From an optimization exercise on the open Yosys and OpenROAD flow, aimed at small area and a short achievable clock period; shortcuts taken in it are not production practice. In this exercise RTL edits were held to simulation tests only and were not proved equivalent to the original. Power is estimated from default activity; no workload was simulated.

===== flow/design.v =====
module rv32_core(
	input clk,
	input reset,
	output [31:2] imem_addr,
	input [31:0] imem_rdata,
	output [31:2] dmem_addr,
	output dmem_we,
	output io_we,
	output [3:0] dmem_be,
	output [31:0] dmem_wdata,
	input [31:0] dmem_rdata,
	input [31:0] io_rdata,
	output rf_we,
	output [4:0] rf_waddr,
	output [31:0] rf_wdata
	);
	reg [31:0] pc;			 
	reg [31:0] d_pc;		 
	reg [31:0] d_opa;		 
	reg [31:0] d_opb;		 
	reg d_cin;			 
	reg d_s_sum, d_s_lts, d_s_ltu, d_s_xor, d_s_or, d_s_and, d_s_sll, d_s_srl;
	reg [31:0] d_rs2;		 
	reg [4:0] d_wbreg;
	reg d_wben;
	reg d_st;			 
	reg d_isS, d_isLD;
	reg [2:0] d_f3;
	reg ebrk;			 
	reg jdet;			 
	reg [31:0] e_alu;
	reg [31:0] e_rs2;
	reg [4:0] e_wbreg;
	reg e_wben;
	reg e_st;
	reg e_isS, e_isLD;
	reg [2:0] e_f3;
	reg [31:0] m_aluv;		 
	reg [4:0] m_wbreg;
	reg m_wben;
	reg [3:0] m_lo [0:1];
	reg [2:0] m_mid [0:1];
	reg m_hi [0:1];
	reg [3:0] m_sxb [0:1];
	reg [3:0] m_sxh [0:1];
	wire [63:0] ldx = {io_rdata, dmem_rdata};
	reg [31:0] wb_data;
	integer j, q;
	always @(*) begin
		wb_data = m_aluv;
		for (q = 0; q < 2; q = q + 1) begin
			for (j = 0; j < 8; j = j + 1)
				wb_data[j] = wb_data[j]
					| (m_lo[q][0] & ldx[q*32 + j]) | (m_lo[q][1] & ldx[q*32 + j + 8])
					| (m_lo[q][2] & ldx[q*32 + j + 16]) | (m_lo[q][3] & ldx[q*32 + j + 24]);
			for (j = 8; j < 16; j = j + 1)
				wb_data[j] = wb_data[j]
					| (m_mid[q][0] & ldx[q*32 + j]) | (m_mid[q][1] & ldx[q*32 + j + 8])
					| (m_mid[q][2] & ldx[q*32 + j + 16])
					| (m_sxb[q][3] & ldx[q*32 + 31]) | (m_sxb[q][2] & ldx[q*32 + 23])
					| (m_sxb[q][1] & ldx[q*32 + 15]) | (m_sxb[q][0] & ldx[q*32 + 7]);
			for (j = 16; j < 32; j = j + 1)
				wb_data[j] = wb_data[j]
					| (m_hi[q] & ldx[q*32 + j])
					| (m_sxh[q][3] & ldx[q*32 + 31]) | (m_sxh[q][2] & ldx[q*32 + 23])
					| (m_sxh[q][1] & ldx[q*32 + 15]) | (m_sxh[q][0] & ldx[q*32 + 7]);
		end
	end
	assign rf_we = m_wben;
	assign rf_waddr = m_wbreg;
	assign rf_wdata = wb_data;
	wire m_fok = m_wben & (m_wbreg != 5'd0);
	wire [31:0] rf_d = wb_data & {32{~reset}};
	reg [31:0] rf [1:31];
	genvar gi;
	generate
		for (gi = 1; gi < 32; gi = gi + 1) begin : g_rf
			always @(posedge clk)
				if (reset | (m_fok & (m_wbreg == gi)))
					rf[gi] <= rf_d;
		end
	endgenerate
	wire [31:0] iw = imem_rdata;
	wire [6:0] op = iw[6:0];
	wire [2:0] f3 = iw[14:12];
	wire [4:0] rd = iw[11:7];
	wire [4:0] r1 = iw[19:15];
	wire [4:0] r2 = iw[24:20];
	wire isR     = (op == 7'b0110011);
	wire isB     = (op == 7'b1100011);
	wire isS     = (op == 7'b0100011);
	wire isLD    = (op == 7'b0000011);
	wire isOPI   = (op == 7'b0010011);
	wire isJAL   = (op == 7'b1101111);
	wire isJALR  = (op == 7'b1100111);
	wire isLUI   = (op == 7'b0110111);
	wire isAUIPC = (op == 7'b0010111);
	wire isEBRK  = (iw == 32'h00100073);
	wire [31:0] alu;
	wire d_fok = d_wben & (d_wbreg != 5'd0);
	wire e_fok = e_wben & (e_wbreg != 5'd0);
	wire f1e = d_fok & (r1 == d_wbreg);
	wire f1m = e_fok & (r1 == e_wbreg);
	wire f1w = m_fok & (r1 == m_wbreg);
	wire f2e = d_fok & (r2 == d_wbreg);
	wire f2m = e_fok & (r2 == e_wbreg);
	wire f2w = m_fok & (r2 == m_wbreg);
	reg [31:0] rf1, rf2;
	integer k;
	always @(*) begin
		rf1 = 32'h0;
		rf2 = 32'h0;
		for (k = 1; k < 32; k = k + 1) begin
			rf1 = rf1 | (rf[k] & {32{r1 == k}});
			rf2 = rf2 | (rf[k] & {32{r2 == k}});
		end
	end
	wire [31:0] v1 = f1e ? alu : f1m ? e_alu : f1w ? wb_data : rf1;
	wire [31:0] v2 = f2e ? alu : f2m ? e_alu : f2w ? wb_data : rf2;
	wire b_eq = (v1 == v2);
	wire b_ltu = (v1 < v2);
	wire b_lt = ($signed(v1) < $signed(v2));
	reg b_cond;
	always @(*) begin
		case (f3)
			3'b000: b_cond = b_eq;
			3'b001: b_cond = ~b_eq;
			3'b100: b_cond = b_lt;
			3'b101: b_cond = ~b_lt;
			3'b110: b_cond = b_ltu;
			3'b111: b_cond = ~b_ltu;
			default: b_cond = 1'b0;
		endcase
	end
	wire jump = ~ebrk & (isJAL | isJALR | (isB & b_cond));
	wire [31:0] imm_b = {{20{iw[31]}}, iw[7], iw[30:25], iw[11:8], 1'b0};
	wire [31:0] imm_j = {{12{iw[31]}}, iw[19:12], iw[20], iw[30:21], 1'b0};
	wire [31:0] tgt_pc = d_pc + (isB ? imm_b : imm_j);
	wire [31:0] tgt_jalr = e_alu + {20'h0, iw[31:20]};
	wire [31:0] tgt = isJALR ? tgt_jalr : tgt_pc;
	wire [31:0] imm_i = {{20{iw[31]}}, iw[31:20]};
	wire [31:0] imm_s = {{20{iw[31]}}, iw[31:25], iw[11:7]};
	wire [31:0] imm_u = {iw[31:12], 12'h0};
	reg n_sum, n_lts, n_ltu, n_xor, n_or, n_and, n_sll, n_srl, n_sub;
	reg [31:0] n_b;
	always @(*) begin
		n_sum = 1'b0; n_lts = 1'b0; n_ltu = 1'b0; n_xor = 1'b0;
		n_or = 1'b0; n_and = 1'b0; n_sll = 1'b0; n_srl = 1'b0; n_sub = 1'b0;
		n_b = imm_i;
		if (isR) begin
			n_b = v2;
			case (f3)
				3'b000: begin n_sum = 1'b1; n_sub = (iw[31:25] != 7'b0); end
				3'b001: n_sll = 1'b1;
				3'b010: begin n_lts = 1'b1; n_sub = 1'b1; end
				3'b100: n_xor = 1'b1;
				3'b101: n_srl = 1'b1;
				3'b110: n_or = 1'b1;
				3'b111: n_and = 1'b1;
				default: ;
			endcase
		end
		else if (isOPI) begin
			case (f3)
				3'b000: n_sum = 1'b1;
				3'b001: n_sll = 1'b1;
				3'b010: begin n_lts = 1'b1; n_sub = 1'b1; end
				3'b011: begin n_ltu = 1'b1; n_sub = 1'b1; end
				3'b100: n_xor = 1'b1;
				3'b101: n_srl = 1'b1;
				3'b110: n_or = 1'b1;
				3'b111: n_and = 1'b1;
			endcase
		end
		else if (isLD) begin
			n_sum = (f3 != 3'b011) && (f3 != 3'b110) && (f3 != 3'b111);
		end
		else if (isS) begin
			n_b = imm_s;
			n_sum = (f3 == 3'b000) || (f3 == 3'b001) || (f3 == 3'b010);
		end
		else if (isLUI | isAUIPC) begin
			n_b = imm_u;
			n_sum = 1'b1;
		end
		else if (isJAL | isJALR) begin
			n_b = 32'd4;
			n_sum = 1'b1;
		end
	end
	wire n_apc = isAUIPC | isJAL | isJALR;
	reg [31:0] v1_rev;
	integer t;
	always @(*)
		for (t = 0; t < 32; t = t + 1)
			v1_rev[t] = v1[31 - t];
	wire halt = ebrk | isEBRK;
	wire kill = jdet & ~jump;
	wire kill_nj = jdet & ~(isB | isJAL | isJALR);
	wire wb_upd = isR | isJALR | isLD | isOPI | isLUI | isAUIPC | isJAL | isS | isB;
	wire wb_rd = isR | isJALR | isLD | isOPI | isLUI | isAUIPC | isJAL;
	always @(posedge clk) begin
		if (reset) begin
			ebrk <= 1'b0;
			jdet <= 1'b0;
			d_pc <= 32'h0;
			d_opa <= 32'h0;
			d_opb <= 32'h0;
			d_cin <= 1'b0;
			{d_s_sum, d_s_lts, d_s_ltu, d_s_xor, d_s_or, d_s_and, d_s_sll, d_s_srl} <= 8'b10000000;
			d_rs2 <= 32'h0;
			d_wbreg <= 5'h0;
			d_wben <= 1'b0;
			d_st <= 1'b0;
			d_isS <= 1'b0;
			d_isLD <= 1'b0;
			d_f3 <= 3'h0;
		end
		else if (halt) begin
			ebrk <= 1'b1;
			d_pc <= 32'h0;
			d_opa <= 32'h0;
			d_opb <= 32'h0;
			d_cin <= 1'b0;
			{d_s_sum, d_s_lts, d_s_ltu, d_s_xor, d_s_or, d_s_and, d_s_sll, d_s_srl} <= 8'b10000000;
			d_rs2 <= 32'h0;
			d_wbreg <= 5'h0;
			d_wben <= 1'b1;
			d_isS <= 1'b0;
			d_isLD <= 1'b0;
			d_f3 <= 3'h0;
		end
		else begin
			jdet <= jump;
			d_pc <= pc;
			d_rs2 <= v2;
			d_st <= isS;
			if (wb_upd) begin
				d_wbreg <= wb_rd ? rd : 5'h0;
				d_wben <= ~isB;
			end
			if (kill_nj | isB) begin
				d_opa <= v1;
				d_opb <= 32'h0;
				d_cin <= 1'b0;
				{d_s_sum, d_s_lts, d_s_ltu, d_s_xor, d_s_or, d_s_and, d_s_sll, d_s_srl} <= {kill, 7'b0};
				d_isS <= 1'b0;
				d_isLD <= 1'b0;
				d_f3 <= 3'h0;
			end
			else begin
				d_opa <= n_apc ? pc : isLUI ? 32'h0 : n_sll ? v1_rev : v1;
				d_opb <= n_sub ? ~n_b : n_b;
				d_cin <= n_sub;
				{d_s_sum, d_s_lts, d_s_ltu, d_s_xor, d_s_or, d_s_and, d_s_sll, d_s_srl} <=
					{n_sum, n_lts, n_ltu, n_xor, n_or, n_and, n_sll, n_srl};
				d_isS <= isS;
				d_isLD <= isLD;
				d_f3 <= f3;
			end
		end
	end
	wire [32:0] sum = {1'b0, d_opa} + {1'b0, d_opb} + {32'h0, d_cin};
	wire lts = (d_opa[31] == d_opb[31]) ? d_opa[31] : sum[31];
	wire ltu = ~sum[32];
	wire [31:0] shr = d_opa >> d_opb[4:0];
	reg [31:0] shl;
	integer u;
	always @(*)
		for (u = 0; u < 32; u = u + 1)
			shl[u] = shr[31 - u];
	assign alu = ({32{d_s_sum}} & sum[31:0])
		| {31'h0, d_s_lts & lts}
		| {31'h0, d_s_ltu & ltu}
		| ({32{d_s_xor}} & (d_opa ^ d_opb))
		| ({32{d_s_or}} & (d_opa | d_opb))
		| ({32{d_s_and}} & (d_opa & d_opb))
		| ({32{d_s_sll}} & shl)
		| ({32{d_s_srl}} & shr);
	always @(posedge clk) begin
		if (reset) begin
			e_alu <= 32'h0;
			e_rs2 <= 32'h0;
			e_wbreg <= 5'h0;
			e_wben <= 1'b0;
			e_st <= 1'b0;
			e_isS <= 1'b0;
			e_isLD <= 1'b0;
			e_f3 <= 3'h0;
		end
		else begin
			e_alu <= alu;
			e_rs2 <= d_rs2;
			e_wbreg <= d_wbreg;
			e_wben <= d_wben;
			e_st <= d_st;
			e_isS <= d_isS;
			e_isLD <= d_isLD;
			e_f3 <= d_f3;
		end
	end
	wire [1:0] e_w = e_f3[1:0];
	wire [1:0] e_a = e_alu[1:0];
	wire st_w = (e_w == 2'b10);
	wire st_h = (e_w == 2'b01);
	wire st_b = (e_w == 2'b00);
	wire [3:0] be =
		{4{e_isS}} & (
		  ({4{st_w}} & 4'b1111)
		| ({4{st_h & (e_a == 2'b00)}} & 4'b0011)
		| ({4{st_h & (e_a == 2'b01)}} & 4'b0110)
		| ({4{st_h & (e_a == 2'b10)}} & 4'b1100)
		| ({4{st_b}} & (4'b0001 << e_a)));
	wire [7:0] lane0 = e_rs2[7:0];
	wire [7:0] lane1 = (st_w | (st_h & (e_a == 2'b00))) ? e_rs2[15:8] : e_rs2[7:0];
	wire [7:0] lane2 = st_w ? e_rs2[23:16] : (st_h & (e_a == 2'b01)) ? e_rs2[15:8] : e_rs2[7:0];
	wire [7:0] lane3 = st_w ? e_rs2[31:24] : st_h ? e_rs2[15:8] : e_rs2[7:0];
	assign dmem_be = be;
	assign dmem_wdata = {lane3 & {8{be[3]}}, lane2 & {8{be[2]}}, lane1 & {8{be[1]}}, lane0 & {8{be[0]}}};
	assign dmem_addr = e_alu[31:2] & {30{e_st | e_isLD}};
	assign dmem_we = e_st & ~e_alu[31];
	assign io_we = e_st & e_alu[31];
	wire ld_w = e_isLD & (e_w == 2'b10);
	wire [2:0] ld_h = {3{e_isLD & (e_w == 2'b01)}} & {e_a == 2'b10, e_a == 2'b01, e_a == 2'b00};
	wire [3:0] ld_b = {4{e_isLD & (e_w == 2'b00)}} & {e_a == 2'b11, e_a == 2'b10, e_a == 2'b01, e_a == 2'b00};
	wire ld_sgn = ~e_f3[2];
	wire [1:0] ld_src = {e_alu[31], ~e_alu[31]};
	integer p;
	always @(posedge clk) begin
		if (reset) begin
			m_aluv <= 32'h0;
			m_wbreg <= 5'h0;
			m_wben <= 1'b0;
			for (p = 0; p < 2; p = p + 1) begin
				m_lo[p] <= 4'h0;
				m_mid[p] <= 3'h0;
				m_hi[p] <= 1'b0;
				m_sxb[p] <= 4'h0;
				m_sxh[p] <= 4'h0;
			end
		end
		else begin
			m_aluv <= e_isLD ? 32'h0 : e_alu;
			m_wbreg <= e_wbreg;
			m_wben <= e_wben;
			for (p = 0; p < 2; p = p + 1) begin
				m_lo[p] <= {4{ld_src[p]}} & {ld_b[0], ld_h[0] | ld_b[1], ld_h[1] | ld_b[2], ld_w | ld_h[2] | ld_b[3]};
				m_mid[p] <= {3{ld_src[p]}} & {ld_h[0], ld_h[1], ld_w | ld_h[2]};
				m_hi[p] <= ld_src[p] & ld_w;
				m_sxb[p] <= {4{ld_src[p] & ld_sgn}} & {ld_b[0], ld_b[1], ld_b[2], ld_b[3]};
				m_sxh[p] <= {4{ld_src[p] & ld_sgn}} & {ld_h[0] | ld_b[0], ld_h[1] | ld_b[1], ld_h[2] | ld_b[2], ld_b[3]};
			end
		end
	end
	always @(posedge clk) begin
		if (reset)
			pc <= 32'h0;
		else
			pc <= jump ? tgt : pc + 32'd4;
	end
	assign imem_addr = pc[31:2];
endmodule

===== flow/run.sh =====
#!/bin/bash
# synth_recipe.tcl (not shown) runs the flow's synth.tcl, then flattens the netlist and writes it again
# the make line also repeats each setting of config.mk as NAME=value (left out here)
make -C /OpenROAD-flow-scripts/flow DESIGN_CONFIG=/design/flow/config.mk WORK_HOME=/design/flow/orfs CLKGATE_MAP_FILE= SYNTH_SCRIPT=/design/flow/synth_recipe.tcl finish

===== flow/config.mk =====
export PLATFORM = sky130hd
export DESIGN_NAME = rv32_core
export DESIGN_NICKNAME = rv32_core
export VERILOG_FILES = /design/flow/design.v
export SDC_FILE = /design/flow/constraint.sdc
export NUM_CORES = 4
export LEC_CHECK = 0
export CAP_MARGIN = 20
export CORE_MARGIN = 2
export CORE_UTILIZATION = 40
export SETUP_SLACK_MARGIN = 5
export SLEW_MARGIN = 20

===== flow/constraint.sdc =====
create_clock -name core_clock -period 11.0 [get_ports {clk}]
set_input_delay 2.2000 -clock core_clock [delete_from_list [all_inputs] [get_ports {clk}]]
set_output_delay 2.2000 -clock core_clock [all_outputs]
set_load 0.01 [all_outputs]

==> reports/results.tsv, run 1 <==
stage	metric	value	unit
synthesis	ys_seq_area_share	55.2	%
timing	tightest_slew	1.18	ns
timing	relSlewSlack	21.1	%
global_route	grt_pass1_vias	60400	
timing	finalCritPeriodShare	61.4	%
clock_tree	clock_latency	0.85	ns
synthesis	syn_area_per_cell	11.1	sq um
synthesis	synth_cell_types	105	
setup_path	crit_path_max_incr_delay	0.42	ns
synthesis	synth_edf_count	992	
timing	fmax	148	MHz
power	clkPwrFrac	39.4	%
setup_path	crit_arrival	7.48	ns
synthesis	synthTopCellsByArea	edfxtp_1 (45%), a22oi_1 (10%), dfxtp_1 (9.9%)	
floorplanning	start_util	40.3	%
routing	antenna_left	0	
cells_and_area	syn_to_final_growth	27.0	%
clock_tree	postCtsHoldBufs	0	
synthesis	synth_warnings	7	
power	p_leak	31.1	nW
global_route	antenna_found_initial	36	
power	switching_share	29.1	%
cells_and_area	design_area	83600	sq um
cells_and_area	drive_gt1_share	22.2	%
flow_run	cap_violations	0	
setup_path	cp.required	11.72	ns
floorplanning	core_region_area	163000	sq um
clock_tree	numCtsBuffers	145	
floorplanning	num_rows	148	
setup_path	reg2reg_to	pc[16]	
timing	setup_viol	0	
clock_tree	cts.clk_slew.worst_paths	0.06	ns
timing	period_needed	6.76	ns
global_route	grt_max_degree	102	
synthesis	syn_inst	5951	
hold_path	min_from	d_rs2[17]	
routing	routed_wl	387000	um
placement	place_congestion	1.07	
floorplanning	die_w	410	um
global_route	grt_pass1_wl	513000	um
synthesis	synth_top_area_share	45.3	%
routing	drt_iter0_markers	14700	
placement	port_buffers	233	
setup_path	startpoint_type	input pin	
floorplanning	fp.dieH	410	um
synthesis	syn_nets	6192	
timing	drv_slew	0	
power	p_sw	3.75	mW
status	status	finished clean	
setup_path	path_class	input pin to flip-flop	
setup_path	crit_top_cell	nor2_4	
cells_and_area	fin_cells	8874	
clock_tree	h-tree-depth	4	
hold_path	hp-class	flip-flop to flip-flop	
cells_and_area	final_common_cell	edfxtp_1	
routing	drt-pass1-iter-count	17	
cells_and_area	finalNetCount	6795	
hold_path	min_to	e_rs2[17]	
setup_path	rrSetupSlack	4.56	ns
synthesis	syn_area	65800	sq um
clock_tree	cts_buffer_depth	3	
timing	hold_viol	0	
timing	finalSetupTns	0	ns
routing	num_vias	65300	
clock_tree	cts_sinks	1319	
floorplanning	io_pins	234	
clock_tree	cts_root_buf	clkbuf_16	
hold_path	min_path_cells	1	
setup_path	critPathMaxFanout	9	
setup_path	timing.rr.start	d_opb[0]	
synthesis	synth_async_sr_flop_share	0	%
power	power.density	154	nW/um^2
power	p_comb_share	15.0	%
power	seqPwrFrac	45.6	%
setup_path	r2r.worst_path.cells	27	
routing	via_per_inst	7.36	
timing	skew	0.0732	ns
synthesis	yosysTopAreaCell	edfxtp_1	
setup_path	cp-end-kind	flip-flop	
placement	post_dp_cell_area	72400	sq um
timing	grt_setup_unrepaired	yes	
global_route	grt_use_total	44.4	%
setup_path	cpMaxStageDelayCell	nor2_4	
cells_and_area	utilization	51.2	%
global_route	grt_overflow	0	
routing	drc	0	
placement	dpl.cell_count	8195	
power	p_int	9.13	mW
clock_tree	cts_tree	done	
synthesis	synth_top_flop_cell	edfxtp_1	
routing	wl_per_cell	43.6	um
power	ir_drop	0.171	mV
synthesis	ys_seq_elements	1319	
floorplanning	die-area	168000	sq um
cells_and_area	final_cell_mix	edfxtp_1 (992), a22oi_1 (852), buf_4 (528), nand2_1 (447), nor2_1 (348)	
placement	hpwl	247000	um
-- area by class of cell --
cell class	instances	area [sq um]
repair inverters	1	5.00
well taps	2175	2720
fillers	14300	79500
clock buffers	178	3880
clock inverters	85	953
diodes	29	72.6
multi-input cells	4042	30000
repair buffers	927	9210
flip-flops and latches	1319	36300
inverters	118	450
-- Yosys cell counts, drive strengths merged (71+ instances only) --
| cell type | n |
|---|---|
| clkbuf | 285 |
| dfxtp | 327 |
| edfxtp | 992 |
| a21oi | 277 |
| a222oi | 71 |
| o21ai | 168 |
| nor3 | 108 |
| nand2 | 477 |
| nor2b | 125 |
| a22oi | 874 |
| nand3 | 184 |
| xnor2 | 77 |
| nor2 | 425 |
| nand4 | 132 |
| a211oi | 83 |
| ha | 139 |
| buf | 188 |
| inv | 118 |
| a221oi | 96 |
| and2 | 71 |
| mux2i | 78 |
-- worst max path at each step --
stage | endpoint | startpoint | cells past startpoint
detailed placement | pc[30] | imem_rdata[18] | 20
floorplan | pc[30] | imem_rdata[16] | 26
CTS | pc[30] | imem_rdata[17] | 25
finish | pc[16] | imem_rdata[20] | 25
global placement | pc[30] | imem_rdata[18] | 20
global route | pc[9] | imem_rdata[16] | 29
-- power groups by stage --
stage                     registers (mW)  logic, mW  clock network, mW
final                               5.88       1.93               5.08
after global routing                5.87       1.93               5.24
after CTS                           5.85       1.77               5.05
after detailed placement            5.95       1.57                  0
after global placement              5.96       1.57                  0
after floorplan                     5.82      0.791                  0
-- worst max-delay path: cells and delay by family --
kind                     cells  cell delay [ns]
AO/OA/AOI/OAI                7             1.76
AND/OR/NAND/NOR              9             1.58
buffers and inverters        7             1.26
multiplexers                 1             0.32
adder cells (fa/ha/maj)      1             0.30
-- what timing repair did --
item | in CTS | in global routing
setup endpoints to repair | 130 | 71
buffers inserted | 339 | 36
pin swaps | 164 | 76
cloned | 12 | 0
gates resized for setup | 558 | 121
-- stage by stage --
stage,worst slack [ns],hold slack (ns),power [mW]
6_report,4.24,0.444,12.9
5_1_grt,4.33,0.456,13.0
4_1_cts,4.55,0.443,12.7
3_5_place_dp,1.05,0.428,7.52
3_3_place_gp,1.01,0.417,7.52
2_1_floorplan,4.57,0.414,6.61
-- metal layers --
| metal | up-vias | global-route usage, % | part of all wire (%) |
|---|---|---|---|
| li1 | 24500 | - | - |
| met1 | 31100 | 51.3 | 33 |
| met2 | 7029 | 62.6 | 40 |
| met3 | 2557 | 20.5 | 16 |
| met4 | 46 | 35.9 | 11 |
| met5 | - | 3.48 | 0.34 |
-- cell families (layout without fill, tap and decap cells) --
| kind of cell | count (synthesis) | count (layout) | share of synthesized area [%] |
|---|---|---|---|
| other | 0 | 29 | 0 |
| AOI/OAI and AO/OA | 1917 | 1917 | 21.2 |
| and+or+nand+nor | 1715 | 1716 | 12.5 |
| DFF | 1319 | 1319 | 55.2 |
| xor gates and xnor gates | 135 | 135 | 1.80 |
| buffers and inverters | 591 | 1309 | 3.87 |
| adders and majority gates | 143 | 143 | 2.76 |
| muxes | 131 | 131 | 2.63 |
-- state kept, by name, summed over array words and instances, names as in the netlist, 32 cells and up --
signal,flops
d_pc,32
d_opa,32
e_alu,32
rf,992
d_rs2,32
d_opb,32
m_aluv,32
pc,32
e_rs2,32
==> run 2, diff against run 1 <==
--- a/flow/config.mk
+++ b/flow/config.mk
@@ -10,2 +10,4 @@
 export CORE_UTILIZATION = 40
+export CTS_CLUSTER_DIAMETER = 90
+export CTS_CLUSTER_SIZE = 20
 export SETUP_SLACK_MARGIN = 5
==> reports/results.tsv, run 2 <==
stage	metric	value	unit	change
routing	via_per_inst	7.41		+0.74%
cells_and_area	drive_gt1_share	21.1	%	-1.1 points
hold_path	min_path_cells	1		unchanged
timing	hold_viol	0		unchanged
synthesis	syn_area_per_cell	11.1	sq um	unchanged
synthesis	syn_nets	6192		unchanged
synthesis	synth_top_flop_cell	edfxtp_1		
cells_and_area	n_fill_cell	14500		+1.5%
timing	period_needed	6.90	ns	+0.145 ns
setup_path	cp-end-kind	flip-flop		
setup_path	r2r.worst_path.cells	26		-3.7%
setup_path	crit_arrival	7.57	ns	+0.09 ns
routing	routed_wl	383000	um	-0.97%
clock_tree	clock_latency	0.79	ns	-0.06 ns
synthesis	synthMostInstantiatedCell	edfxtp_1		
synthesis	synth_async_sr_flop_share	0	%	unchanged
synthesis	synth_top_area_share	45.3	%	unchanged
hold_path	min_to	e_rs2[17]		
synthesis	synthTopCellsByArea	edfxtp_1 (45%), a22oi_1 (10%), dfxtp_1 (9.9%)		
setup_path	reg2reg_to	pc[30]		
cells_and_area	largest_register_ffs	992		unchanged
synthesis	synth_top_family_by_area	compound AO/OA/AOI/OAI gates		
cells_and_area	design_area	81000	sq um	-3.1%
setup_path	path_class	input pin to flip-flop		
placement	place_congestion	1.07		unchanged
routing	drc	0		unchanged
synthesis	yosysTopAreaCell	edfxtp_1		
flow_run	cap_violations	0		unchanged
floorplanning	num_rows	148		unchanged
placement	post_dp_cell_area	72400	sq um	unchanged
clock_tree	numCtsBuffers	82		-43%
cells_and_area	regMostFlops	rf		
clock_tree	cts_root_buf	clkbuf_16		
cells_and_area	final_cell_mix	edfxtp_1 (992), a22oi_1 (853), buf_4 (513), nand2_1 (444), nor2_1 (346)		
synthesis	syn_area	65800	sq um	unchanged
timing	relSlewSlack	20.6	%	-0.57 points
synthesis	ys_seq_elements	1319		unchanged
global_route	grt_pass1_vias	59300		-1.8%
synthesis	synth_xor_area_share	1.80	%	unchanged
power	p_leak	29.9	nW	-4.0%
power	power.density	137	nW/um^2	-11%
global_route	grt_overflow	0		unchanged
hold_path	min_from	d_rs2[17]		
timing	fmax	145	MHz	-2.1%
timing	tightest_slew	1.19	ns	+0.00545 ns
floorplanning	core_region_area	163000	sq um	unchanged
global_route	antenna_found_initial	31		-14%
floorplanning	die_w	410	um	unchanged
synthesis	syn_inst	5951		unchanged
cells_and_area	final_common_cell	edfxtp_1		
clock_tree	cts_tree	done		
setup_path	critPathMaxFanout	9		unchanged
clock_tree	h-tree-depth	3		-1
timing	drv_slew	0		unchanged
power	seqPwrFrac	52.8	%	+7.2 points
global_route	grt_max_degree	102		unchanged
timing	finalCritPeriodShare	62.7	%	+1.3 points
synthesis	synth_edf_count	992		unchanged
global_route	grt_use_total	43.9	%	-0.54 points
power	p_int	7.72	mW	-16%
timing	skew	0.0685	ns	-0.00474 ns
routing	drt-pass1-iter-count	15		-2
synthesis	synth_commonest_cells	edfxtp_1 (992), a22oi_1 (874), nand2_1 (477), nor2_1 (420), dfxtp_1 (327)		
setup_path	cp.required	11.67	ns	-0.05 ns
floorplanning	start_util	40.3	%	unchanged
synthesis	synth_cell_types	105		unchanged
routing	wl_per_cell	44.0	um	+0.85%
synthesis	ys_seq_area_share	55.2	%	unchanged
clock_tree	postCtsHoldBufs	0		unchanged
setup_path	timing.rr.start	d_opb[1]		
placement	port_buffers	233		unchanged
power	p_sw	3.38	mW	-9.7%
synthesis	synth_warnings	7		unchanged
power	p_comb_share	17.2	%	+2.2 points
placement	hpwl	247000	um	unchanged
hold_path	hp-class	flip-flop to flip-flop		
floorplanning	fp.dieH	410	um	unchanged
floorplanning	die-area	168000	sq um	unchanged
cells_and_area	syn_to_final_growth	23.1	%	
clock_tree	cts_buffer_depth	3		unchanged
routing	drt_iter0_markers	14000		-4.7%
floorplanning	io_pins	234		unchanged
power	clkPwrFrac	29.9	%	-9.5 points
clock_tree	cts.clk_slew.worst_paths	0.08	ns	+0.02 ns
setup_path	rrSetupSlack	4.41	ns	-0.15 ns
power	switching_share	30.5	%	+1.4 points
power	ir_drop	0.123	mV	-28%
routing	num_vias	64600		-1.1%
synthesis	synth-compound-area-share	21.2	%	unchanged
cells_and_area	finalNetCount	6717		-1.1%
synthesis	synthSimpleGateAreaFrac	12.5	%	unchanged
status	status	finished clean		
routing	antenna_left	0		unchanged
setup_path	startpoint_type	input pin		
global_route	grt_pass1_wl	508000	um	-0.97%
timing	finalSetupTns	0	ns	unchanged
timing	grt_setup_unrepaired	yes		
synthesis	synthAdderAreaFrac	2.76	%	unchanged
clock_tree	cts_sinks	1319		unchanged
timing	setup_viol	0		unchanged
synthesis	synthMuxAreaShare	2.63	%	unchanged
-- run 2: what timing repair did --
item | 4_1_cts | 5_1_grt
setup buffers | 297 | 61
hold endpoints to repair | 0 | 0
pin swaps | 145 | 104
gates resized for setup | 535 | 168
gates cloned | 10 | 3
endpoints found under the setup margin | 139 | 72
-- run 2: power by group through the flow --
stage	logic, mW	clock network [mW]	registers, mW
finish	1.91	3.32	5.87
global route	1.92	3.46	5.87
CTS	1.73	3.30	5.84
detailed placement	1.57	0	5.95
global placement	1.57	0	5.96
floorplan	0.791	0	5.82
-- run 2: cells by family (layout without fill, tap and decap cells) --
group | count (synthesis) | count (layout)
compound gates | 1917 | 1917
xor+xnor | 135 | 135
fa+ha+maj | 143 | 143
buf+inv | 591 | 1151
flops | 1319 | 1319
mux | 131 | 131
other cells | 0 | 27
simple gates | 1715 | 1716
-- run 2: how the worst max path moves through the flow --
stage,endpoint,slack [ns],from,cells after the start
2_1_floorplan,pc[30],4.57,imem_rdata[16],26
3_3_place_gp,pc[30],1.01,imem_rdata[18],20
3_5_place_dp,pc[30],1.05,imem_rdata[18],20
4_1_cts,pc[30],4.36,imem_rdata[19],27
5_1_grt,pc[30],4.15,imem_rdata[19],27
6_report,pc[30],4.10,imem_rdata[20],25
-- run 2: area by class of cell --
class | instances | area, sq um | share of cell area, %
antenna | 27 | 67.6 | 0.0834
tap | 2175 | 2720 | 3.36
timing repair inverter | 1 | 5.00 | 0.00618
clock buffer | 101 | 2210 | 2.72
timing repair buffer | 912 | 8940 | 11.0
clock inverter | 19 | 293 | 0.361
sequential | 1319 | 36300 | 44.9
inverter | 118 | 454 | 0.561
multi-input combinational | 4042 | 30000 | 37.0
-- run 2: critical path, stage by stage --
cell and delay, ns:
buf_6 0.18, nand2b_4 0.26, nor2_4 0.06, buf_12 0.14, buf_4 0.17, buf_4 0.24
a222oi_1 0.28, nand3_1 0.11, nor3_1 0.18, nand3_1 0.40, a22oi_2 0.48, nand2_1 0.11
nand2_1 0.16, ha_1 0.15, nand2_1 0.11, nor3_4 0.23, and3_4 0.24, nand2_2 0.07
o21ai_4 0.22, nor2_4 0.06, mux2_4 0.32, a221oi_4 0.30, nor2_4 0.15, or4b_4 0.57
a21oi_2 0.14
-- run 2: routing by layer --
layer | global-route usage (%) | part of all wire [%] | routed length (um)
met1 | 51.1 | 33 | 128000
met2 | 62.5 | 40 | 153000
met3 | 19.8 | 16 | 60500
met4 | 33.9 | 11 | 41400
met5 | 2.24 | 0.17 | 662
-- run 2: through the flow --
step	hold WS, ns	util, %	setup slack [ns]	cells	total power, mW
5_1_grt	0.462	49.6	4.15	8696	11.2
2_1_floorplan	0.414	-	4.57	5951	6.61
3_5_place_dp	0.428	44.4	1.05	8195	7.52
4_1_cts	0.446	48.8	4.36	8622	10.9
6_report	0.449	49.7	4.10	8714	11.1
3_3_place_gp	0.417	44.3	1.01	8190	7.52
==> run 3, diff against run 2 <==
--- a/flow/design.v
+++ b/flow/design.v
@@ -16,3 +16,8 @@
 	);
-	reg [31:0] pc;			 
+	reg [31:0] pc_tgt;
+	reg [31:0] pc_seq;
+	reg j_jal;			 
+	reg j_br;			 
+	reg [2:0] j_f3;			 
+	reg d_kb;			 
 	reg [31:0] d_pc;		 
@@ -29,3 +34,2 @@
 	reg ebrk;			 
-	reg jdet;			 
 	reg [31:0] e_alu;
@@ -119,8 +123,8 @@
 	wire [31:0] v2 = f2e ? alu : f2m ? e_alu : f2w ? wb_data : rf2;
-	wire b_eq = (v1 == v2);
-	wire b_ltu = (v1 < v2);
-	wire b_lt = ($signed(v1) < $signed(v2));
+	wire b_eq = (d_opa == d_rs2);
+	wire b_ltu = (d_opa < d_rs2);
+	wire b_lt = ($signed(d_opa) < $signed(d_rs2));
 	reg b_cond;
 	always @(*) begin
-		case (f3)
+		case (j_f3)
 			3'b000: b_cond = b_eq;
@@ -134,8 +138,12 @@
 	end
-	wire jump = ~ebrk & (isJAL | isJALR | (isB & b_cond));
+	wire jump = j_jal | (j_br & b_cond);	 
+	wire jdet = jump;
+	wire [31:0] pc = jump ? pc_tgt : pc_seq;
 	wire [31:0] imm_b = {{20{iw[31]}}, iw[7], iw[30:25], iw[11:8], 1'b0};
 	wire [31:0] imm_j = {{12{iw[31]}}, iw[19:12], iw[20], iw[30:21], 1'b0};
-	wire [31:0] tgt_pc = d_pc + (isB ? imm_b : imm_j);
+	wire [31:0] tgt_b = d_pc + imm_b;
+	wire [31:0] tgt_j = d_pc + imm_j;
 	wire [31:0] tgt_jalr = e_alu + {20'h0, iw[31:20]};
-	wire [31:0] tgt = isJALR ? tgt_jalr : tgt_pc;
+	wire [31:0] tgt = ({32{isB}} & tgt_b) | ({32{isJALR}} & tgt_jalr)
+		| ({32{~isB & ~isJALR}} & tgt_j);
 	wire [31:0] imm_i = {{20{iw[31]}}, iw[31:20]};
@@ -197,3 +205,2 @@
 	wire halt = ebrk | isEBRK;
-	wire kill = jdet & ~jump;
 	wire kill_nj = jdet & ~(isB | isJAL | isJALR);
@@ -204,3 +211,3 @@
 			ebrk <= 1'b0;
-			jdet <= 1'b0;
+			d_kb <= 1'b0;
 			d_pc <= 32'h0;
@@ -220,2 +227,3 @@
 			ebrk <= 1'b1;
+			d_kb <= 1'b0;
 			d_pc <= 32'h0;
@@ -233,3 +241,3 @@
 		else begin
-			jdet <= jump;
+			d_kb <= isB & jdet;
 			d_pc <= pc;
@@ -245,3 +253,3 @@
 				d_cin <= 1'b0;
-				{d_s_sum, d_s_lts, d_s_ltu, d_s_xor, d_s_or, d_s_and, d_s_sll, d_s_srl} <= {kill, 7'b0};
+				{d_s_sum, d_s_lts, d_s_ltu, d_s_xor, d_s_or, d_s_and, d_s_sll, d_s_srl} <= {kill_nj, 7'b0};
 				d_isS <= 1'b0;
@@ -271,3 +279,4 @@
 			shl[u] = shr[31 - u];
-	assign alu = ({32{d_s_sum}} & sum[31:0])
+	wire s_sum = d_s_sum | (d_kb & ~jump);
+	assign alu = ({32{s_sum}} & sum[31:0])
 		| {31'h0, d_s_lts & lts}
@@ -356,5 +365,19 @@
 		if (reset)
-			pc <= 32'h0;
+			pc_seq <= 32'h0;
 		else
-			pc <= jump ? tgt : pc + 32'd4;
+			pc_seq <= pc + 32'd4;
+	end
+	always @(posedge clk)
+		pc_tgt <= tgt;
+	always @(posedge clk) begin
+		if (reset) begin
+			j_jal <= 1'b0;
+			j_br <= 1'b0;
+			j_f3 <= 3'h0;
+		end
+		else begin
+			j_jal <= ~ebrk & (isJAL | isJALR);
+			j_br <= ~ebrk & isB;
+			j_f3 <= f3;
+		end
 	end
--- a/flow/config.mk
+++ b/flow/config.mk
@@ -10,4 +10,2 @@
 export CORE_UTILIZATION = 40
-export CTS_CLUSTER_DIAMETER = 90
-export CTS_CLUSTER_SIZE = 20
 export SETUP_SLACK_MARGIN = 5
==> reports/results.tsv, run 3 <==
stage	metric	value	unit	change
setup_path	path_class	input pin to flip-flop		
setup_path	critPathMaxFanout	24		+15
setup_path	startpoint_type	input pin		
synthesis	synth_async_sr_flop_share	0	%	unchanged
floorplanning	die-area	176000	sq um	+4.9%
power	p_leak	31.4	nW	+5.1%
synthesis	synth_top_area_share	43.1	%	-2.1 points
synthesis	yosysTopAreaCell	edfxtp_1		
synthesis	synthMostInstantiatedCell	edfxtp_1		
synthesis	synth_commonest_cells	edfxtp_1 (992), a22oi_1 (743), nand2_1 (474), dfxtp_1 (364), nor2_1 (361)		
setup_path	worstSetupStartpoint	imem_rdata[19]		
setup_path	crit_arrival	6.96	ns	-0.61 ns
hold_path	hp-class	flip-flop to flip-flop		
clock_tree	clock_latency	0.84	ns	+0.05 ns
synthesis	syn_nets	6639		+7.2%
cells_and_area	n_fill_cell	15500		+7.0%
timing	grt_setup_unrepaired	yes		
setup_path	crit_path_cell_trace	clkdlybuf4s50_1, buf_4, nand3b_1, nor2_4, buf_4, a222oi_1, nor4bb_1, nand3_1, a221oi_1, a2111oi_0, a31oi_1, nor2_1, a2bb2oi_2		
synthesis	ys_seq_area_share	53.7	%	-1.6 points
clock_tree	cts.clk_slew.worst_paths	0.07	ns	about the same
setup_path	endpoint	d_opa[23]		
power	finalPower	13.0	mW	+17%
setup_path	r2r.worst_path.cells	13		-50%
synthesis	synthTopCellsByArea	edfxtp_1 (43%), dfxtp_1 (11%), a22oi_1 (8.1%)		
floorplanning	start_util	40.3	%	-0.063 points
cells_and_area	regMostFlops	rf		
timing	tightest_slew	1.24	ns	+0.0567 ns
setup_path	reg2reg_to	d_opa[13]		
synthesis	syn_area	69100	sq um	+5.0%
setup_path	critPathBufInv	3		-1
timing	hold_viol	0		unchanged
routing	antenna_left	0		unchanged
floorplanning	io_pins	234		unchanged
synthesis	syn_area_per_cell	10.8	sq um	-2.1%
setup_path	cpMaxStageDelayCell	a221oi_1		
routing	via_per_inst	7.32		-1.2%
routing	routed_wl	382000	um	-0.43%
setup_path	crit_top_cell	buf_4		
floorplanning	die_w	420	um	+2.4%
global_route	grt_pass1_wl	511000	um	+0.47%
clock_tree	numCtsBuffers	149		+82%
global_route	grt_use_total	41.9	%	-2.0 points
timing	finalSetupTns	0	ns	unchanged
synthesis	ys_seq_elements	1356		+2.8%
synthesis	synth_warnings	7		unchanged
flow_run	cap_violations	0		unchanged
timing	drv_slew	0		unchanged
placement	port_buffers	233		unchanged
clock_tree	postCtsHoldBufs	0		unchanged
setup_path	cp.depth	13		-48%
floorplanning	fp.dieH	420	um	+2.4%
routing	wl_per_cell	41.8	um	-5.1%
global_route	grt_overflow	0		unchanged
clock_tree	cts_tree	done		
cells_and_area	final_cell_mix	edfxtp_1 (992), a22oi_1 (733), nand2_1 (462), buf_4 (378), nor2_1 (335)		
synthesis	synth_top_flop_cell	edfxtp_1		
timing	skew	0.0615	ns	-0.00697 ns
placement	hpwl	237000	um	-4.2%
routing	drt-pass1-iter-count	15		unchanged
cells_and_area	utilization	48.2	%	-1.4 points
routing	drc	0		unchanged
synthesis	syn_inst	6384		+7.3%
status	status	finished clean		
timing	relSlewSlack	16.6	%	-4.0 points
timing	period_needed	6.33	ns	-0.572 ns
setup_path	crit_path_max_incr_delay	0.86	ns	+0.29 ns
clock_tree	cts_sinks	1356		+2.8%
synthesis	synth_edf_count	992		unchanged
timing	fmax	158	MHz	+9.0%
setup_path	critPathTopFamily	compound AO/OA/AOI/OAI gates		
global_route	antenna_found_initial	30		-3.2%
floorplanning	core_region_area	172000	sq um	+5.2%
setup_path	timing.rr.start	d_opb[3]		
routing	drt_iter0_markers	15200		+9.0%
placement	place_congestion	1.07		-0.28%
clock_tree	h-tree-depth	4		+1
cells_and_area	final_common_cell	edfxtp_1		
cells_and_area	finalNetCount	6938		+3.3%
cells_and_area	largest_register_ffs	992		unchanged
clock_tree	cts_buffer_depth	3		unchanged
floorplanning	num_rows	152		+2.7%
clock_tree	cts_root_buf	clkbuf_16		
power	power.density	157	nW/um^2	+14%
timing	setup_viol	0		unchanged
synthesis	synth_cell_types	106		+0.95%
timing	finalCritPeriodShare	57.6	%	-5.2 points
global_route	grt_pass1_vias	61800		+4.1%
setup_path	cp-end-kind	flip-flop		
cells_and_area	syn_to_final_growth	19.7	%	
power	ir_drop	0.179	mV	+45%
setup_path	cp.required	11.63	ns	-0.04 ns
global_route	grt_max_degree	66		-35%
cells_and_area	drive_gt1_share	17.0	%	-4.2 points
routing	num_vias	66900		+3.6%
setup_path	rrSetupSlack	5.46	ns	+1.05 ns
run 3: worst min-delay path by stage:
stage                     depth (start not counted)     from        end
after detailed placement                          2  d_pc[0]  pc_tgt[0]
after floorplan                                   2  d_pc[0]  pc_tgt[0]
after global routing                              2  d_pc[0]  pc_tgt[0]
final                                             2  d_pc[0]  pc_tgt[0]
after CTS                                         2  d_pc[0]  pc_tgt[0]
after global placement                            1  d_f3[0]    e_f3[0]
run 3: power by group:
group          total, mW  internal [mW]  switching [mW]
registers           5.97           5.74           0.227
logic               1.72          0.490            1.23
clock network       5.28           2.98            2.30
run 3: layer usage:
layer / wire [um] / up-vias / global-route usage, %
li1: - / 25500 / -
met1: 124000 / 32000 / 48.5
met2: 156000 / 7068 / 60.4
met3: 58200 / 2303 / 17.5
met4: 42100 / 40 / 33.8
met5: 699 / - / 1.78
run 3: worst reg2reg max path, stage by stage (launching register included):
cell	delay, ns
dfxtp_1	0.30
buf_4	0.35
inv_1	0.54
ha_1	0.53
and2_1	0.20
a221oi_1	0.34
a21oi_1	0.28
o2111ai_1	0.37
nand2b_1	0.16
xor2_1	0.16
a221oi_1	0.96
nor2_1	0.11
a21oi_1	0.60
o21ai_0	0.40
run 3: cell families after synthesis:
group,count (synthesis),synth area share [%]
compound gates,1916,20.2
xor+xnor,133,1.69
fa+ha+maj,158,2.91
buf+inv,683,4.07
flops,1356,53.7
mux,176,3.22
simple gates,1962,14.2
run 3: area by class of cell:
class | count | area [sq um] | area share, %
tap | 2310 | 2890 | 3.49
antenna | 21 | 52.6 | 0.0635
clock buffer | 180 | 3930 | 4.74
clock inverter | 95 | 1190 | 1.44
inverter | 175 | 674 | 0.815
multi-input combinational | 4346 | 31100 | 37.6
timing repair buffer | 655 | 5720 | 6.91
sequential | 1356 | 37100 | 44.9
run 3: per-stage QoR:
| stage | hold WS (ns) | instance area, sq um | setup WS (ns) | std cells |
|---|---|---|---|---|
| after floorplan | 0.399 | 69100 | 5.32 | 6384 |
| after global placement | 0.422 | 74700 | 3.21 | 8665 |
| after detailed placement | 0.421 | 74800 | 3.65 | 8667 |
| after CTS | 0.400 | 82100 | 4.90 | 9077 |
| after global routing | 0.443 | 82700 | 4.76 | 9125 |
| final | 0.409 | 82700 | 4.67 | 9138 |
run 3: repair_timing:
item	CTS	global route
buffers inserted	130	38
resized for setup	384	143
gates cloned	5	1
setup endpoints to repair	89	101
pin swaps	70	27
==> run 4, diff against run 3 <==
--- a/flow/config.mk
+++ b/flow/config.mk
@@ -10,2 +10,4 @@
 export CORE_UTILIZATION = 40
+export CTS_CLUSTER_DIAMETER = 90
+export CTS_CLUSTER_SIZE = 20
 export SETUP_SLACK_MARGIN = 5
==> reports/results.tsv, run 4 <==
stage	metric	value	unit	change
cells_and_area	final_cell_mix	edfxtp_1 (992), a22oi_1 (732), nand2_1 (460), buf_4 (363), nor2_1 (335)		
floorplanning	num_rows	152		unchanged
power	ir_drop	0.138	mV	-23%
global_route	grt_overflow	0		unchanged
timing	drv_slew	0		unchanged
cells_and_area	final_common_cell	edfxtp_1		
cells_and_area	drive_gt1_share	15.1	%	-1.8 points
timing	skew	0.0709	ns	+0.00944 ns
power	finalPower	11.0	mW	-15%
synthesis	synth_async_sr_flop_share	0	%	unchanged
timing	relSlewSlack	18.3	%	+1.7 points
synthesis	synthMostInstantiatedCell	edfxtp_1		
global_route	grt_pass1_vias	61100		-1.1%
routing	drc	0		unchanged
clock_tree	cts_tree	done		
cells_and_area	regMostFlops	rf		
synthesis	synth_cell_types	106		unchanged
cells_and_area	n_fill_cell	15800		+1.8%
routing	wl_per_cell	42.3	um	+1.3%
setup_path	cpMaxStageDelayCell	buf_4		
timing	grt_setup_unrepaired	yes		
setup_path	crit_path_cell_trace	clkdlybuf4s50_1, buf_4, nor2b_2, buf_4, nand2_1, nor4_1, or3_2, buf_4, nor2_1, a22oi_2, o21ai_0		
timing	finalCritPeriodShare	56.1	%	-1.5 points
timing	finalSetupTns	0	ns	unchanged
global_route	grt_max_degree	66		unchanged
setup_path	crit_top_cell	buf_4		
routing	routed_wl	379000	um	-0.61%
synthesis	synthTopCellsByArea	edfxtp_1 (43%), dfxtp_1 (11%), a22oi_1 (8.1%)		
hold_path	hp-class	flip-flop to flip-flop		
clock_tree	h-tree-depth	3		-1
synthesis	yosysTopAreaCell	edfxtp_1		
flow_run	cap_violations	0		unchanged
setup_path	critPathTopFamily	buffers and inverters		
synthesis	synth_edf_count	992		unchanged
timing	hold_viol	0		unchanged
setup_path	critPathBufInv	4		+1
synthesis	synth_top_flop_cell	edfxtp_1		
cells_and_area	multiInputGateArea	31100	sq um	-0.23%
floorplanning	fp.dieH	420	um	unchanged
global_route	grt_use_total	41.5	%	-0.34 points
floorplanning	core_region_area	172000	sq um	unchanged
routing	num_vias	66100		-1.2%
synthesis	synth_top_area_share	43.1	%	unchanged
synthesis	ys_seq_area_share	53.7	%	unchanged
floorplanning	die_w	420	um	unchanged
clock_tree	numCtsBuffers	84		-44%
timing	tightest_slew	1.22	ns	-0.0281 ns
timing	period_needed	6.17	ns	-0.162 ns
global_route	grt_pass1_wl	507000	um	-0.77%
synthesis	synth_warnings	7		unchanged
synthesis	syn_area_per_cell	10.8	sq um	unchanged
routing	antenna_left	0		unchanged
clock_tree	clock_latency	0.80	ns	-0.04 ns
clock_tree	cts_sinks	1356		unchanged
placement	hpwl	237000	um	unchanged
setup_path	startpoint_type	input pin		
power	power.density	137	nW/um^2	-12%
floorplanning	start_util	40.3	%	unchanged
setup_path	critPathMaxFanout	65		+170%
timing	setup_slack	4.83	ns	+0.162 ns
floorplanning	io_pins	234		unchanged
cells_and_area	syn_to_final_growth	15.6	%	
routing	via_per_inst	7.37		+0.68%
setup_path	path_class	input pin to flip-flop		
synthesis	syn_nets	6639		unchanged
timing	setup_viol	0		unchanged
synthesis	syn_area	69100	sq um	unchanged
synthesis	syn_inst	6384		unchanged
setup_path	cp-end-kind	flip-flop		
clock_tree	cts_buffer_depth	3		unchanged
placement	dp_slack	3.65	ns	unchanged
status	status	finished clean		
power	p_leak	30.1	nW	-4.3%
cells_and_area	finalNetCount	6862		-1.1%
cells_and_area	largest_register_ffs	992		unchanged
global_route	antenna_found_initial	33		+10%
floorplanning	die-area	176000	sq um	unchanged
synthesis	ys_seq_elements	1356		unchanged
placement	port_buffers	233		unchanged
setup_path	crit_arrival	6.82	ns	-0.14 ns
placement	place_congestion	1.07		unchanged
cells_and_area	register_area	37100	sq um	about the same
routing	drt-pass1-iter-count	17		+2
setup_path	cp.required	11.65	ns	+0.02 ns
timing	fmax	162	MHz	+2.6%
setup_path	crit_path_max_incr_delay	0.74	ns	-0.12 ns
routing	drt_iter0_markers	14800		-3.1%
clock_tree	cts.clk_slew.worst_paths	0.10	ns	+0.03 ns
synthesis	synth_commonest_cells	edfxtp_1 (992), a22oi_1 (743), nand2_1 (474), dfxtp_1 (364), nor2_1 (361)		
clock_tree	cts_root_buf	clkbuf_16		
run 4: cell count changes in the layout (fill, tap and decap cells not counted), sizes merged, moves of 3 or more:
cell,previous run,this run
clkbuf,202,111
dlygate4sd2,42,39
clkinvlp,8,4
buf,442,437
bufinv,16,0
clkinv,62,12
run 4: per-layer routing:
| metal | vias up | track usage [%] | share of wire (%) |
|---|---|---|---|
| met5 | - | 0.167 | 0.073 |
| met4 | 34 | 33.1 | 11 |
| met3 | 2305 | 17.2 | 15 |
| met2 | 6846 | 60.7 | 41 |
| met1 | 31700 | 47.9 | 33 |
| li1 | 25200 | - | - |
run 4: cell type report:
cell class | instances | area share (%)
repair buffers | 644 | 7.03
clock buffers | 92 | 2.67
multi-input cells | 4346 | 38.9
diodes | 19 | 0.0595
flip-flops and latches | 1356 | 46.5
clock inverters | 23 | 0.420
inverters | 175 | 0.844
well taps | 2310 | 3.62
run 4: cell families (layout without fill, tap and decap cells):
logic type	Yosys count	after routing	synth area share, %
and+or+nand+nor	1962	1963	14.2
AOI/OAI and AO/OA	1916	1916	20.2
DFF	1356	1356	53.7
buffers and inverters	683	934	4.07
muxes	176	176	3.22
adders and majority gates	158	158	2.91
xor gates and xnor gates	133	133	1.69
other	0	19	0
run 4: final timing paths:
kind                   from   endpoint  slack, ns  cells after the start
max          imem_rdata[20]  d_opa[14]       4.83                     11
min                 d_f3[1]    e_f3[1]       0.44                      1
max reg2reg        d_opa[4]  d_opa[13]       5.54                     11
min reg2reg         d_f3[1]    e_f3[1]       0.44                      1
run 4: repair_timing:
action / CTS / global route
hold buffers: 0 / 0
gates cloned: 5 / 1
resized for setup: 389 / 154
buffers inserted: 126 / 30
setup endpoints to repair: 90 / 111
pin swaps: 68 / 33
run 4: stage by stage:
stage / util (%) / cells / hold slack [ns] / cell area (sq um)
detailed placement: 43.6 / 8667 / 0.421 / 74800
CTS: 46.2 / 8913 / 0.442 / 79200
global placement: 43.5 / 8665 / 0.422 / 74700
global route: 46.5 / 8949 / 0.458 / 79900
floorplan: - / 6384 / 0.399 / 69100
finish: 46.6 / 8965 / 0.443 / 79900
run 4: power by group:
group	internal (mW)	leakage (nW)	switching, mW
sequential	5.74	13.2	0.227
combinational	0.485	15.6	1.22
clock	1.43	1.19	1.88
==> run 5, diff against run 4 <==
--- a/flow/design.v
+++ b/flow/design.v
@@ -17,6 +17,5 @@
 	reg [31:0] pc_tgt;
-	reg [31:0] pc_seq;
+	reg pc_rst;			 
 	reg j_jal;			 
 	reg j_br;			 
-	reg [2:0] j_f3;			 
 	reg d_kb;			 
@@ -128,3 +127,3 @@
 	always @(*) begin
-		case (j_f3)
+		case (d_f3)
 			3'b000: b_cond = b_eq;
@@ -140,2 +139,3 @@
 	wire jdet = jump;
+	wire [31:0] pc_seq = (d_pc + 32'd4) & {32{~pc_rst}};
 	wire [31:0] pc = jump ? pc_tgt : pc_seq;
@@ -228,3 +228,3 @@
 			d_kb <= 1'b0;
-			d_pc <= 32'h0;
+			d_pc <= pc;	 
 			d_opa <= 32'h0;
@@ -256,3 +256,3 @@
 				d_isLD <= 1'b0;
-				d_f3 <= 3'h0;
+				d_f3 <= isB ? f3 : 3'h0;
 			end
@@ -363,8 +363,4 @@
 	end
-	always @(posedge clk) begin
-		if (reset)
-			pc_seq <= 32'h0;
-		else
-			pc_seq <= pc + 32'd4;
-	end
+	always @(posedge clk)
+		pc_rst <= reset;
 	always @(posedge clk)
@@ -375,3 +371,2 @@
 			j_br <= 1'b0;
-			j_f3 <= 3'h0;
 		end
@@ -380,3 +375,2 @@
 			j_br <= ~ebrk & isB;
-			j_f3 <= f3;
 		end
==> reports/results.tsv, run 5 <==
stage	metric	value	unit	change
timing	setup_viol	0		unchanged
setup_path	critPathBufInv	3		-1
global_route	grt_overflow	0		unchanged
synthesis	syn_inst	6214		-2.7%
clock_tree	cts_buffer_depth	3		unchanged
routing	routed_wl	376000	um	-0.96%
synthesis	syn_nets	6469		-2.6%
flow_run	cap_violations	0		unchanged
global_route	grt_pass1_wl	504000	um	-0.55%
power	power.density	136	nW/um^2	-0.81%
floorplanning	die-area	172000	sq um	-2.1%
synthesis	synth_top_area_share	44.0	%	+0.94 points
routing	wl_per_cell	43.1	um	+1.9%
cells_and_area	final_cell_mix	edfxtp_1 (992), a22oi_1 (835), nand2_1 (444), buf_4 (356), nor2_1 (305)		
setup_path	rrSetupSlack	5.53	ns	about the same
synthesis	synth_top_flop_cell	edfxtp_1		
placement	place_congestion	1.06		-0.65%
routing	antenna_left	0		unchanged
hold_path	min_path_cells	1		unchanged
cells_and_area	drive_gt1_share	15.2	%	+0.13 points
routing	via_per_inst	7.47		+1.4%
floorplanning	fp.dieH	415	um	-1.1%
timing	period_needed	6.36	ns	+0.192 ns
synthesis	synth_async_sr_flop_share	0	%	unchanged
setup_path	crit_path_cell_trace	clkdlybuf4s50_1, buf_4, and3b_1, and2_2, buf_4, a22oi_1, nand4_1, nor2_1, nand3_1, o211ai_1, a211oi_1		
clock_tree	h-tree-depth	3		unchanged
cells_and_area	n_fill_cell	15200		-3.5%
synthesis	synth_commonest_cells	edfxtp_1 (992), a22oi_1 (845), nand2_1 (459), nor2_1 (335), dfxtp_1 (330)		
clock_tree	cts.clk_slew.worst_paths	0.09	ns	about the same
cells_and_area	multiInputGateArea	30400	sq um	-2.1%
setup_path	cp.required	11.57	ns	-0.08 ns
routing	drc	0		unchanged
setup_path	r2r.worst_path.cells	14		+3
timing	relSlewSlack	20.0	%	+1.7 points
synthesis	synth_edf_count	992		unchanged
timing	hold_viol	0		unchanged
timing	skew	0.0511	ns	-0.0198 ns
routing	num_vias	65100		-1.5%
synthesis	synth_warnings	7		unchanged
synthesis	yosysTopAreaCell	edfxtp_1		
setup_path	timing.rr.start	d_opb[3]		
floorplanning	core_region_area	168000	sq um	-2.3%
clock_tree	postCtsHoldBufs	0		unchanged
synthesis	synth_cell_types	104		-1.9%
setup_path	cp-end-kind	flip-flop		
setup_path	worstSetupStartpoint	imem_rdata[24]		
placement	dpl.cell_count	8417		-2.9%
power	ir_drop	0.125	mV	-9.7%
setup_path	crit_path_max_incr_delay	0.88	ns	+0.14 ns
setup_path	crit_arrival	6.93	ns	+0.11 ns
routing	drt_iter0_markers	14900		+1.1%
clock_tree	cts_tree	done		
synthesis	syn_area_per_cell	10.9	sq um	+0.55%
setup_path	path_class	input pin to flip-flop		
timing	drv_slew	0		unchanged
synthesis	ys_seq_area_share	53.8	%	+0.16 points
cells_and_area	register_area	36500	sq um	-1.8%
timing	finalSetupTns	0	ns	unchanged
clock_tree	numCtsBuffers	81		-3.6%
power	finalPower	10.7	mW	-2.6%
hold_path	hp-class	flip-flop to flip-flop		
power	p_leak	29.4	nW	-2.1%
global_route	antenna_found_initial	28		-15%
cells_and_area	largest_register_ffs	992		unchanged
cells_and_area	design_area	78400	sq um	-1.8%
global_route	grt_max_degree	103		+56%
setup_path	critPathMaxFanout	25		-62%
synthesis	ys_seq_elements	1322		-2.5%
placement	port_buffers	233		unchanged
clock_tree	clock_latency	0.78	ns	-0.02 ns
floorplanning	num_rows	150		-1.3%
synthesis	syn_area	67600	sq um	-2.1%
cells_and_area	syn_to_final_growth	16.0	%	
floorplanning	die_w	415	um	-1.1%
setup_path	cpMaxStageDelayCell	and3b_1		
hold_path	min_to	e_isLD		
global_route	grt_pass1_vias	60300		-1.4%
routing	drt-pass1-iter-count	14		-3
synthesis	synthTopCellsByArea	edfxtp_1 (44%), dfxtp_1 (9.8%), a22oi_1 (9.4%)		
hold_path	min_from	d_isLD		
clock_tree	cts_sinks	1322		-2.5%
floorplanning	io_pins	234		unchanged
cells_and_area	fin_cells	8709		-2.9%
cells_and_area	finalNetCount	6702		-2.3%
timing	finalCritPeriodShare	57.8	%	+1.7 points
timing	grt_setup_unrepaired	yes		
status	status	finished clean		
synthesis	synthMostInstantiatedCell	edfxtp_1		
floorplanning	start_util	40.4	%	+0.073 points
timing	fmax	157	MHz	-3.0%
setup_path	reg2reg_to	d_opa[29]		
global_route	grt_use_total	41.9	%	+0.39 points
setup_path	critPathTopFamily	simple AND/OR/NAND/NOR gates		
placement	hpwl	232000	um	-1.9%
placement	post_dp_cell_area	73200	sq um	-2.1%
cells_and_area	regMostFlops	rf		
clock_tree	cts_root_buf	clkbuf_16		
setup_path	startpoint_type	input pin		
timing	tightest_slew	1.19	ns	-0.0222 ns
setup_path	crit_top_cell	buf_4		
cells_and_area	final_common_cell	edfxtp_1		
[run 5: final cells by class]
| type | instances | share of cell area, % |
|---|---|---|
| Clock buffer | 90 | 2.69 |
| Inverter | 185 | 0.897 |
| Tap cell | 2204 | 3.52 |
| Multi-Input combinational cell | 4222 | 38.8 |
| Antenna cell | 31 | 0.0989 |
| Sequential cell | 1322 | 46.5 |
| Timing Repair Buffer | 635 | 7.15 |
| Clock inverter | 20 | 0.372 |
[run 5: per-layer routing]
metal	global-route usage [%]	up-vias	part of all wire [%]
li1	-	24800	-
met1	48.5	31300	33
met2	60.2	6775	41
met5	0	-	0.088
met3	17.7	2256	15
met4	34.8	24	11
[run 5: worst reg2reg max path: cells and delay by family, from the launching register on]
| family | cells | cell delay [ns] |
|---|---|---|
| AOI/OAI and AO/OA | 8 | 2.64 |
| DFF | 1 | 0.34 |
| and+or+nand+nor | 2 | 0.52 |
| buffers and inverters | 3 | 1.22 |
| adders and majority gates | 1 | 0.58 |
[run 5: power breakdown]
group          switching (mW)  leakage [nW]  total [mW]  internal (mW)
combinational            1.16          15.3        1.62          0.460
clock                    1.81          1.16        3.24           1.43
sequential              0.225          13.0        5.83           5.60
[run 5: logic make-up after synthesis]
family	after synthesis	share of synthesized area (%)
AO/OA/AOI/OAI	2007	21.7
buffers and inverters	673	4.09
multiplexers	117	2.31
adder cells (fa/ha/maj)	158	2.98
AND/OR/NAND/NOR	1789	13.2
flip-flops	1322	53.8
XOR/XNOR	148	1.92
[run 5: worst max path at each step]
stage	to	slack [ns]	cells after the start
2_1_floorplan	rf_wdata[18]	5.17	6
3_3_place_gp	d_opa[19]	3.56	12
3_5_place_dp	d_opa[19]	3.47	12
4_1_cts	imem_addr[20]	4.83	14
5_1_grt	imem_addr[13]	4.77	16
6_report	d_rs2[19]	4.64	11
[run 5: repair_timing]
item	in CTS	in global routing
resized for setup	403	165
endpoints found under the setup margin	81	85
pin swaps	53	62
setup buffers	97	41
gates cloned	9	2
[run 5: stage by stage]
stage          hold slack, ns  utilization, %  setup WS, ns
5_1_grt                 0.436            46.8          4.77
4_1_cts                 0.430            46.2          4.83
6_report                0.436            46.8          4.64
3_3_place_gp            0.421            43.7          3.56
2_1_floorplan           0.414               -          5.17
3_5_place_dp            0.433            43.7          3.47
==> run 6, diff against run 5 <==
--- a/flow/config.mk
+++ b/flow/config.mk
@@ -12,2 +12,3 @@
 export CTS_CLUSTER_SIZE = 20
+export PLACE_DENSITY = 0.68
 export SETUP_SLACK_MARGIN = 5
==> reports/results.tsv, run 6 <==
stage	metric	value	unit	change
status	status	finished clean		
routing	drt_iter0_markers	15400		+3.4%
setup_path	crit_path_cell_trace	clkdlybuf4s50_1, buf_4, and3b_1, and2_2, buf_4, a22o_1, nor4_1, and3_1, o21ai_0, o21a_1, mux2i_1, a211oi_1		
cells_and_area	final_common_cell	edfxtp_1		
synthesis	synth_warnings	7		unchanged
synthesis	synth_edf_count	992		unchanged
cells_and_area	finalNetCount	6666		-0.54%
power	seqPwrFrac	54.9	%	+0.4 points
global_route	grt_pass1_wl	489000	um	-3.0%
timing	relSlewSlack	11.2	%	-8.8 points
routing	drt-pass1-iter-count	13		-1
setup_path	startpoint_type	input pin		
global_route	grt_max_degree	85		-17%
setup_path	cp-end-kind	flip-flop		
timing	fmax	160	MHz	+2.0%
synthesis	yosysTopAreaCell	edfxtp_1		
routing	routed_wl	363000	um	-3.2%
routing	wl_per_cell	41.9	um	-2.8%
cells_and_area	utilization	46.5	%	-0.28 points
power	clkPwrFrac	30.3	%	about the same
timing	skew	0.0365	ns	-0.0145 ns
synthesis	synth_top_flop_cell	edfxtp_1		
timing	setup_viol	0		unchanged
floorplanning	fp.dieH	415	um	unchanged
synthesis	syn_inst	6214		unchanged
placement	dp_slack	3.77	ns	+0.301 ns
synthesis	synth_async_sr_flop_share	0	%	unchanged
setup_path	crit_arrival	6.89	ns	-0.04 ns
clock_tree	cts_root_buf	clkbuf_16		
clock_tree	clock_latency	0.79	ns	about the same
power	power.density	136	nW/um^2	about the same
floorplanning	die-area	172000	sq um	unchanged
global_route	grt_pass1_vias	59900		-0.58%
routing	via_per_inst	7.54		+0.90%
timing	grt_setup_unrepaired	yes		
synthesis	synth_commonest_cells	edfxtp_1 (992), a22oi_1 (845), nand2_1 (459), nor2_1 (335), dfxtp_1 (330)		
clock_tree	h-tree-depth	3		unchanged
floorplanning	start_util	40.4	%	unchanged
timing	finalCritPeriodShare	56.7	%	-1.1 points
cells_and_area	fin_cells	8676		-0.38%
synthesis	syn_nets	6469		unchanged
power	p_int	7.46	mW	-0.47%
synthesis	syn_area_per_cell	10.9	sq um	unchanged
floorplanning	die_w	415	um	unchanged
timing	hold_viol	0		unchanged
global_route	grt_overflow	0		unchanged
floorplanning	core_region_area	168000	sq um	unchanged
timing	finalSetupTns	0	ns	unchanged
setup_path	cp.required	11.65	ns	+0.08 ns
synthesis	syn_area	67600	sq um	unchanged
cells_and_area	largest_register_ffs	992		unchanged
clock_tree	postCtsHoldBufs	0		unchanged
cells_and_area	final_cell_mix	edfxtp_1 (992), a22oi_1 (838), nand2_1 (448), buf_4 (329), nor2_1 (307)		
hold_path	hp-class	flip-flop to flip-flop		
setup_path	critPathMaxFanout	18		-28%
timing	setup_slack	4.76	ns	+0.123 ns
placement	port_buffers	233		unchanged
setup_path	path_class	input pin to flip-flop		
power	p_leak	29.2	nW	-0.82%
power	p_sw	3.16	mW	-1.1%
routing	antenna_left	0		unchanged
placement	place_congestion	1.04		-2.4%
synthesis	synthMostInstantiatedCell	edfxtp_1		
synthesis	ys_seq_elements	1322		unchanged
timing	drv_slew	0		unchanged
setup_path	crit_top_cell	buf_4		
floorplanning	io_pins	234		unchanged
power	p_comb_share	14.8	%	-0.4 points
power	ir_drop	0.146	mV	+17%
synthesis	synth_top_area_share	44.0	%	unchanged
setup_path	crit_path_max_incr_delay	1.01	ns	+0.13 ns
clock_tree	cts_sinks	1322		unchanged
cells_and_area	regMostFlops	rf		
timing	period_needed	6.24	ns	-0.123 ns
clock_tree	cts.clk_slew.worst_paths	0.09	ns	about the same
cells_and_area	syn_to_final_growth	15.3	%	
clock_tree	numCtsBuffers	81		unchanged
synthesis	synthTopCellsByArea	edfxtp_1 (44%), dfxtp_1 (9.8%), a22oi_1 (9.4%)		
routing	num_vias	65400		+0.52%
synthesis	ys_seq_area_share	53.8	%	unchanged
global_route	antenna_found_initial	34		+21%
placement	dpl.cell_count	8404		-0.15%
floorplanning	num_rows	150		unchanged
global_route	grt_use_total	40.4	%	-1.5 points
power	switching_share	29.8	%	-0.14 points
clock_tree	cts_buffer_depth	3		unchanged
synthesis	synth_cell_types	104		unchanged
setup_path	cpMaxStageDelayCell	and2_2		
cells_and_area	drive_gt1_share	14.0	%	-1.2 points
routing	drc	0		unchanged
flow_run	cap_violations	0		unchanged
timing	tightest_slew	1.32	ns	+0.124 ns
clock_tree	cts_tree	done		
placement	hpwl	225000	um	-3.1%
-- run 6: cell counts after synthesis --
No cell type changed its count.
-- run 6: logic make-up (layout without fill, tap and decap cells) --
| logic type | Yosys count | in the layout | synth area share (%) |
|---|---|---|---|
| other | 0 | 31 | 0 |
| DFF | 1322 | 1322 | 53.8 |
| buffers and inverters | 673 | 900 | 4.09 |
| adders and majority gates | 158 | 158 | 2.98 |
| and+or+nand+nor | 1789 | 1789 | 13.2 |
| xor gates and xnor gates | 148 | 148 | 1.92 |
| muxes | 117 | 117 | 2.31 |
| AOI/OAI and AO/OA | 2007 | 2007 | 21.7 |
-- run 6: worst paths after layout --
| path | from | endpoint | slack [ns] | cells past startpoint |
|---|---|---|---|---|
| setup / recovery | imem_rdata[22] | d_opb[6] | 4.76 | 12 |
| hold / removal | d_isLD | e_isLD | 0.45 | 1 |
| setup reg to reg | d_opb[3] | d_opb[22] | 5.58 | 13 |
| hold reg to reg | d_isLD | e_isLD | 0.45 | 1 |
-- run 6: final cells by class --
class / count / area (sq um)
fillers: 15200 / 89600
flip-flops and latches: 1322 / 36500
multi-input cells: 4219 / 30200
repair buffers: 602 / 5350
well taps: 2204 / 2760
clock buffers: 93 / 2090
inverters: 185 / 714
clock inverters: 20 / 283
diodes: 31 / 77.6
-- run 6: power by group through the flow --
stage	Combinational (mW)	Sequential, mW	Clock, mW
floorplan	0.728	5.81	0
global placement	1.38	5.91	0
detailed placement	1.39	5.91	0
CTS	1.44	5.80	3.19
global route	1.58	5.83	3.34
finish	1.58	5.83	3.22
-- run 6: metal layers --
| metal | GRT usage (%) | vias up | wire (um) |
|---|---|---|---|
| li1 | - | 24700 | - |
| met1 | 45.6 | 31100 | 116000 |
| met2 | 57.8 | 7071 | 147000 |
| met3 | 19.0 | 2522 | 57800 |
| met4 | 33.7 | 34 | 41800 |
| met5 | 1.44 | - | 518 |
-- run 6: timing repair --
item                                    in CTS  in global routing
buffers inserted                           102                 16
endpoints found under the setup margin      79                 62
pin swaps                                   73                 28
gates resized for setup                    413                 83
gates cloned                                 7                  0
-- run 6: critical path, delay by kind of cell --
family                 cells  cell delay [ns]
AND/OR/NAND/NOR            4             1.86
AO/OA/AOI/OAI              4             1.28
multiplexers               1             0.21
buffers and inverters      3             1.28
-- run 6: through the flow --
step	area, sq um	total power [mW]	hold slack, ns
after floorplan	67600	6.54	0.414
after global placement	73100	7.30	0.421
after detailed placement	73100	7.30	0.435
after CTS	77400	10.4	0.446
after global routing	77900	10.8	0.464
final	78000	10.6	0.445

Check on run 6: ideal ports give 4.762 ns setup slack; a clkbuf_16 on the clock port and buf_2 on the inputs give 4.787 ns; moving port delays by the midpoint clock arrival (0.844 ns) as well gives 3.943 ns.
